Background: an optimization exercise with open tools, aiming at small area. Do not read the settings as production practice.

==> inputs of ember <==
## soc_top
module soc_top (
    input  wire        clk,
    input  wire        rst,
    input  wire [3:0]  sensor_in,
    input  wire [15:0] y_feedback,
    output wire [15:0] actuator_out
);
clock: 3.0 ns
lec_check: 0
cap_margin: 10
core_margin: 2
core_utilization: 60
slew_margin: 10
standard.sh (not shown) runs the stock make flow with config.mk's settings and CLKGATE_MAP_FILE= SYNTH_SCRIPT=/design/flow/synth_recipe.tcl, a recipe that flattens the netlist after the stock synthesis.
==> flow/flow/run.sh <==
#!/bin/bash
# Own layout flow: the standard layout (standard.sh, unchanged synthesis)
# with two changes: the port buffers are sky130_fd_sc_hd__buf_1 instead of
# the cell buffer_ports picks by default, and CTS uses clkbuf_4 (root) and
# clkbuf_8 (sinks) without dummy loads.
set -euo pipefail
CTS="-sink_clustering_enable -repair_clock_nets -dont_use_dummy_load -buf_list {sky130_fd_sc_hd__clkbuf_4 sky130_fd_sc_hd__clkbuf_8} -root_buf sky130_fd_sc_hd__clkbuf_4 -sink_buffer_max_cap_derate 0.01"
bash standard.sh "BUFFER_PORTS_ARGS=-buffer_cell sky130_fd_sc_hd__buf_1" "CTS_ARGS=$CTS" finish > make_finish.log 2>&1
==> garnet: changes against ember <==
--- a/flow/design.v
+++ b/flow/design.v
@@ -170,48 +170,52 @@
     wire jb_d_G0_7 = jb_d_g11 | (jb_d_p11 & jb_d_g10);
     wire jb_d_P0_7 = jb_d_p11 & jb_d_p10;
     wire jb_d_G0_9 = jb_d_g13 | (jb_d_p13 & jb_d_g12);
     wire jb_d_P0_9 = jb_d_p13 & jb_d_p12;
     wire jb_d_G0_11 = jb_d_g15 | (jb_d_p15 & jb_d_g14);
     wire jb_d_P0_11 = jb_d_p15 & jb_d_p14;
+    wire jb_d_G1_2 = jb_d_g6 | (jb_d_p6 & jb_d_G0_1);
+    wire jb_d_P1_2 = jb_d_p6 & jb_d_P0_1;
     wire jb_d_G1_3 = jb_d_G0_3 | (jb_d_P0_3 & jb_d_G0_1);
     wire jb_d_P1_3 = jb_d_P0_3 & jb_d_P0_1;
+    wire jb_d_G1_6 = jb_d_g10 | (jb_d_p10 & jb_d_G0_5);
+    wire jb_d_P1_6 = jb_d_p10 & jb_d_P0_5;
     wire jb_d_G1_7 = jb_d_G0_7 | (jb_d_P0_7 & jb_d_G0_5);
     wire jb_d_P1_7 = jb_d_P0_7 & jb_d_P0_5;
+    wire jb_d_G1_10 = jb_d_g14 | (jb_d_p14 & jb_d_G0_9);
+    wire jb_d_P1_10 = jb_d_p14 & jb_d_P0_9;
     wire jb_d_G1_11 = jb_d_G0_11 | (jb_d_P0_11 & jb_d_G0_9);
     wire jb_d_P1_11 = jb_d_P0_11 & jb_d_P0_9;
+    wire jb_d_G2_4 = jb_d_g8 | (jb_d_p8 & jb_d_G1_3);
+    wire jb_d_P2_4 = jb_d_p8 & jb_d_P1_3;
+    wire jb_d_G2_5 = jb_d_G0_5 | (jb_d_P0_5 & jb_d_G1_3);
+    wire jb_d_P2_5 = jb_d_P0_5 & jb_d_P1_3;
+    wire jb_d_G2_6 = jb_d_G1_6 | (jb_d_P1_6 & jb_d_G1_3);
+    wire jb_d_P2_6 = jb_d_P1_6 & jb_d_P1_3;
     wire jb_d_G2_7 = jb_d_G1_7 | (jb_d_P1_7 & jb_d_G1_3);
     wire jb_d_P2_7 = jb_d_P1_7 & jb_d_P1_3;
+    wire jb_d_G3_8 = jb_d_g12 | (jb_d_p12 & jb_d_G2_7);
+    wire jb_d_P3_8 = jb_d_p12 & jb_d_P2_7;
+    wire jb_d_G3_9 = jb_d_G0_9 | (jb_d_P0_9 & jb_d_G2_7);
+    wire jb_d_P3_9 = jb_d_P0_9 & jb_d_P2_7;
+    wire jb_d_G3_10 = jb_d_G1_10 | (jb_d_P1_10 & jb_d_G2_7);
+    wire jb_d_P3_10 = jb_d_P1_10 & jb_d_P2_7;
     wire jb_d_G3_11 = jb_d_G1_11 | (jb_d_P1_11 & jb_d_G2_7);
     wire jb_d_P3_11 = jb_d_P1_11 & jb_d_P2_7;
-    wire jb_d_G4_5 = jb_d_G0_5 | (jb_d_P0_5 & jb_d_G1_3);
-    wire jb_d_P4_5 = jb_d_P0_5 & jb_d_P1_3;
-    wire jb_d_G4_9 = jb_d_G0_9 | (jb_d_P0_9 & jb_d_G2_7);
-    wire jb_d_P4_9 = jb_d_P0_9 & jb_d_P2_7;
-    wire jb_d_G5_2 = jb_d_g6 | (jb_d_p6 & jb_d_G0_1);
-    wire jb_d_P5_2 = jb_d_p6 & jb_d_P0_1;
-    wire jb_d_G5_4 = jb_d_g8 | (jb_d_p8 & jb_d_G1_3);
-    wire jb_d_P5_4 = jb_d_p8 & jb_d_P1_3;
-    wire jb_d_G5_6 = jb_d_g10 | (jb_d_p10 & jb_d_G4_5);
-    wire jb_d_P5_6 = jb_d_p10 & jb_d_P4_5;
-    wire jb_d_G5_8 = jb_d_g12 | (jb_d_p12 & jb_d_G2_7);
-    wire jb_d_P5_8 = jb_d_p12 & jb_d_P2_7;
-    wire jb_d_G5_10 = jb_d_g14 | (jb_d_p14 & jb_d_G4_9);
-    wire jb_d_P5_10 = jb_d_p14 & jb_d_P4_9;
     assign jb_d[4] = jb_d_p4 ^ jb_d_c[4];
     assign jb_d[5] = jb_d_p5 ^ (jb_d_g4 | (jb_d_p4 & jb_d_c[4]));
     assign jb_d[6] = jb_d_p6 ^ (jb_d_G0_1 | (jb_d_P0_1 & jb_d_c[4]));
-    assign jb_d[7] = jb_d_p7 ^ (jb_d_G5_2 | (jb_d_P5_2 & jb_d_c[4]));
+    assign jb_d[7] = jb_d_p7 ^ (jb_d_G1_2 | (jb_d_P1_2 & jb_d_c[4]));
     assign jb_d[8] = jb_d_p8 ^ (jb_d_G1_3 | (jb_d_P1_3 & jb_d_c[4]));
-    assign jb_d[9] = jb_d_p9 ^ (jb_d_G5_4 | (jb_d_P5_4 & jb_d_c[4]));
-    assign jb_d[10] = jb_d_p10 ^ (jb_d_G4_5 | (jb_d_P4_5 & jb_d_c[4]));
-    assign jb_d[11] = jb_d_p11 ^ (jb_d_G5_6 | (jb_d_P5_6 & jb_d_c[4]));
+    assign jb_d[9] = jb_d_p9 ^ (jb_d_G2_4 | (jb_d_P2_4 & jb_d_c[4]));
+    assign jb_d[10] = jb_d_p10 ^ (jb_d_G2_5 | (jb_d_P2_5 & jb_d_c[4]));
+    assign jb_d[11] = jb_d_p11 ^ (jb_d_G2_6 | (jb_d_P2_6 & jb_d_c[4]));
     assign jb_d[12] = jb_d_p12 ^ (jb_d_G2_7 | (jb_d_P2_7 & jb_d_c[4]));
-    assign jb_d[13] = jb_d_p13 ^ (jb_d_G5_8 | (jb_d_P5_8 & jb_d_c[4]));
-    assign jb_d[14] = jb_d_p14 ^ (jb_d_G4_9 | (jb_d_P4_9 & jb_d_c[4]));
-    assign jb_d[15] = jb_d_p15 ^ (jb_d_G5_10 | (jb_d_P5_10 & jb_d_c[4]));
+    assign jb_d[13] = jb_d_p13 ^ (jb_d_G3_8 | (jb_d_P3_8 & jb_d_c[4]));
+    assign jb_d[14] = jb_d_p14 ^ (jb_d_G3_9 | (jb_d_P3_9 & jb_d_c[4]));
+    assign jb_d[15] = jb_d_p15 ^ (jb_d_G3_10 | (jb_d_P3_10 & jb_d_c[4]));
     wire [15:0] s1, c1;
     assign s1[0] = jb[0];
     assign c1[0] = 1'b0;
     assign s1[1] = ne[0] ^ ne1[0] ^ jb[1];
     assign c1[1] = (ne[0] & ne1[0]) | (jb[1] & (ne[0] ^ ne1[0]));
     assign s1[2] = ne[1] ^ ne1[1] ^ jb[2];
@@ -286,50 +290,56 @@
     wire u_s_G0_7 = u_s_g10 | (u_s_p10 & u_s_g9);
     wire u_s_P0_7 = u_s_p10 & u_s_p9;
     wire u_s_G0_9 = u_s_g12 | (u_s_p12 & u_s_g11);
     wire u_s_P0_9 = u_s_p12 & u_s_p11;
     wire u_s_G0_11 = u_s_g14 | (u_s_p14 & u_s_g13);
     wire u_s_P0_11 = u_s_p14 & u_s_p13;
+    wire u_s_G1_2 = u_s_g5 | (u_s_p5 & u_s_G0_1);
+    wire u_s_P1_2 = u_s_p5 & u_s_P0_1;
     wire u_s_G1_3 = u_s_G0_3 | (u_s_P0_3 & u_s_G0_1);
     wire u_s_P1_3 = u_s_P0_3 & u_s_P0_1;
+    wire u_s_G1_6 = u_s_g9 | (u_s_p9 & u_s_G0_5);
+    wire u_s_P1_6 = u_s_p9 & u_s_P0_5;
     wire u_s_G1_7 = u_s_G0_7 | (u_s_P0_7 & u_s_G0_5);
     wire u_s_P1_7 = u_s_P0_7 & u_s_P0_5;
+    wire u_s_G1_10 = u_s_g13 | (u_s_p13 & u_s_G0_9);
+    wire u_s_P1_10 = u_s_p13 & u_s_P0_9;
     wire u_s_G1_11 = u_s_G0_11 | (u_s_P0_11 & u_s_G0_9);
     wire u_s_P1_11 = u_s_P0_11 & u_s_P0_9;
+    wire u_s_G2_4 = u_s_g7 | (u_s_p7 & u_s_G1_3);
+    wire u_s_P2_4 = u_s_p7 & u_s_P1_3;
+    wire u_s_G2_5 = u_s_G0_5 | (u_s_P0_5 & u_s_G1_3);
+    wire u_s_P2_5 = u_s_P0_5 & u_s_P1_3;
+    wire u_s_G2_6 = u_s_G1_6 | (u_s_P1_6 & u_s_G1_3);
+    wire u_s_P2_6 = u_s_P1_6 & u_s_P1_3;
     wire u_s_G2_7 = u_s_G1_7 | (u_s_P1_7 & u_s_G1_3);
     wire u_s_P2_7 = u_s_P1_7 & u_s_P1_3;
+    wire u_s_G2_12 = u_s_g15 | (u_s_p15 & u_s_G1_11);
+    wire u_s_P2_12 = u_s_p15 & u_s_P1_11;
+    wire u_s_G3_8 = u_s_g11 | (u_s_p11 & u_s_G2_7);
+    wire u_s_P3_8 = u_s_p11 & u_s_P2_7;
+    wire u_s_G3_9 = u_s_G0_9 | (u_s_P0_9 & u_s_G2_7);
+    wire u_s_P3_9 = u_s_P0_9 & u_s_P2_7;
+    wire u_s_G3_10 = u_s_G1_10 | (u_s_P1_10 & u_s_G2_7);
+    wire u_s_P3_10 = u_s_P1_10 & u_s_P2_7;
     wire u_s_G3_11 = u_s_G1_11 | (u_s_P1_11 & u_s_G2_7);
     wire u_s_P3_11 = u_s_P1_11 & u_s_P2_7;
-    wire u_s_G4_5 = u_s_G0_5 | (u_s_P0_5 & u_s_G1_3);
-    wire u_s_P4_5 = u_s_P0_5 & u_s_P1_3;
-    wire u_s_G4_9 = u_s_G0_9 | (u_s_P0_9 & u_s_G2_7);
-    wire u_s_P4_9 = u_s_P0_9 & u_s_P2_7;
-    wire u_s_G5_2 = u_s_g5 | (u_s_p5 & u_s_G0_1);
-    wire u_s_P5_2 = u_s_p5 & u_s_P0_1;
-    wire u_s_G5_4 = u_s_g7 | (u_s_p7 & u_s_G1_3);
-    wire u_s_P5_4 = u_s_p7 & u_s_P1_3;
-    wire u_s_G5_6 = u_s_g9 | (u_s_p9 & u_s_G4_5);
-    wire u_s_P5_6 = u_s_p9 & u_s_P4_5;
-    wire u_s_G5_8 = u_s_g11 | (u_s_p11 & u_s_G2_7);
-    wire u_s_P5_8 = u_s_p11 & u_s_P2_7;
-    wire u_s_G5_10 = u_s_g13 | (u_s_p13 & u_s_G4_9);
-    wire u_s_P5_10 = u_s_p13 & u_s_P4_9;
-    wire u_s_G5_12 = u_s_g15 | (u_s_p15 & u_s_G3_11);
-    wire u_s_P5_12 = u_s_p15 & u_s_P3_11;
+    wire u_s_G3_12 = u_s_G2_12 | (u_s_P2_12 & u_s_G2_7);
+    wire u_s_P3_12 = u_s_P2_12 & u_s_P2_7;
     assign u_s[3] = u_s_p3 ^ u_s_c[3];
     assign u_s[4] = u_s_p4 ^ (u_s_g3 | (u_s_p3 & u_s_c[3]));
     assign u_s[5] = u_s_p5 ^ (u_s_G0_1 | (u_s_P0_1 & u_s_c[3]));
-    assign u_s[6] = u_s_p6 ^ (u_s_G5_2 | (u_s_P5_2 & u_s_c[3]));
+    assign u_s[6] = u_s_p6 ^ (u_s_G1_2 | (u_s_P1_2 & u_s_c[3]));
     assign u_s[7] = u_s_p7 ^ (u_s_G1_3 | (u_s_P1_3 & u_s_c[3]));
-    assign u_s[8] = u_s_p8 ^ (u_s_G5_4 | (u_s_P5_4 & u_s_c[3]));
-    assign u_s[9] = u_s_p9 ^ (u_s_G4_5 | (u_s_P4_5 & u_s_c[3]));
-    assign u_s[10] = u_s_p10 ^ (u_s_G5_6 | (u_s_P5_6 & u_s_c[3]));
+    assign u_s[8] = u_s_p8 ^ (u_s_G2_4 | (u_s_P2_4 & u_s_c[3]));
+    assign u_s[9] = u_s_p9 ^ (u_s_G2_5 | (u_s_P2_5 & u_s_c[3]));
+    assign u_s[10] = u_s_p10 ^ (u_s_G2_6 | (u_s_P2_6 & u_s_c[3]));
     assign u_s[11] = u_s_p11 ^ (u_s_G2_7 | (u_s_P2_7 & u_s_c[3]));
-    assign u_s[12] = u_s_p12 ^ (u_s_G5_8 | (u_s_P5_8 & u_s_c[3]));
-    assign u_s[13] = u_s_p13 ^ (u_s_G4_9 | (u_s_P4_9 & u_s_c[3]));
-    assign u_s[14] = u_s_p14 ^ (u_s_G5_10 | (u_s_P5_10 & u_s_c[3]));
+    assign u_s[12] = u_s_p12 ^ (u_s_G3_8 | (u_s_P3_8 & u_s_c[3]));
+    assign u_s[13] = u_s_p13 ^ (u_s_G3_9 | (u_s_P3_9 & u_s_c[3]));
+    assign u_s[14] = u_s_p14 ^ (u_s_G3_10 | (u_s_P3_10 & u_s_c[3]));
     assign u_s[15] = u_s_p15 ^ (u_s_G3_11 | (u_s_P3_11 & u_s_c[3]));
     always @(posedge clk or posedge rst) begin
         if (rst) begin
             ne    <= 16'd0;
             ne1   <= 16'd0;
             ne2   <= 16'd0;
==> qor summary <==
                                                                          garnet                     ember
Run status                                       no timing/DRC/antenna violations  finished with violations
Reasons for failing layout checks                                               -              setup timing
Cell area after synthesis                                                4010 um2                  3910 um2
Adder-Cell Fraction of Synth Area                                           0.235                     0.241
Endpoint of the worst register-to-register path                   pid_inst.jb[14]           pid_inst.jb[15]
Depth of the worst register-to-register path                                   10                        13
Sequential share of the synthesized area                                    0.517                     0.530
Placed cell count                                                             423                       412
Final weighted congestion of routability-driven global placement            0.819                     0.793
Slew Limit Headroom                                                         0.599                     0.775
Inverters, non-clock                                                           23                        30
Final routed wirelength across all metal layers                           5.95 mm                   5.62 mm
Share of the synthesized area in the top cell type                          0.412                     0.423
Floorplan die area                                                       7350 um2                  7180 um2
Arrival time worst endpoint                                               3290 ps                   3370 ps
Detailed-route wire length on metal 1                                     2.88 mm                   2.73 mm
No functional check of the RTL was part of any run of this note.

## port drivers added, routing unchanged
How much do the figures lean on ideal ports? The routed layouts below were timed once more, with nothing changed but the port constraints.
Step 1 assumes that a clkbuf_16 drives the clock port and a buf_2 every other input.
Step 2 also shifts input and output timing later by t, the mid clock arrival at the registers, as if the neighbouring blocks saw the same clock.
Slacks: no drivers / after step 1 / after step 2; pairs: no drivers / after step 1.
| run | shift t [ns] | setup WS [ns] | worst hold slack (ns) | worst setup path after step 2 | worst register clock-pin slew, ns |
|---|---|---|---|---|---|
| ember | 0.416 | -0.054 / -0.054 / -0.054 | 0.102 / 0.095 / 0.366 | register to register | 0.12 / 0.12 |
| garnet | 0.423 | 0.058 / 0.058 / 0.058 | 0.211 / 0.206 / 0.363 | register to register | 0.12 / 0.12 |
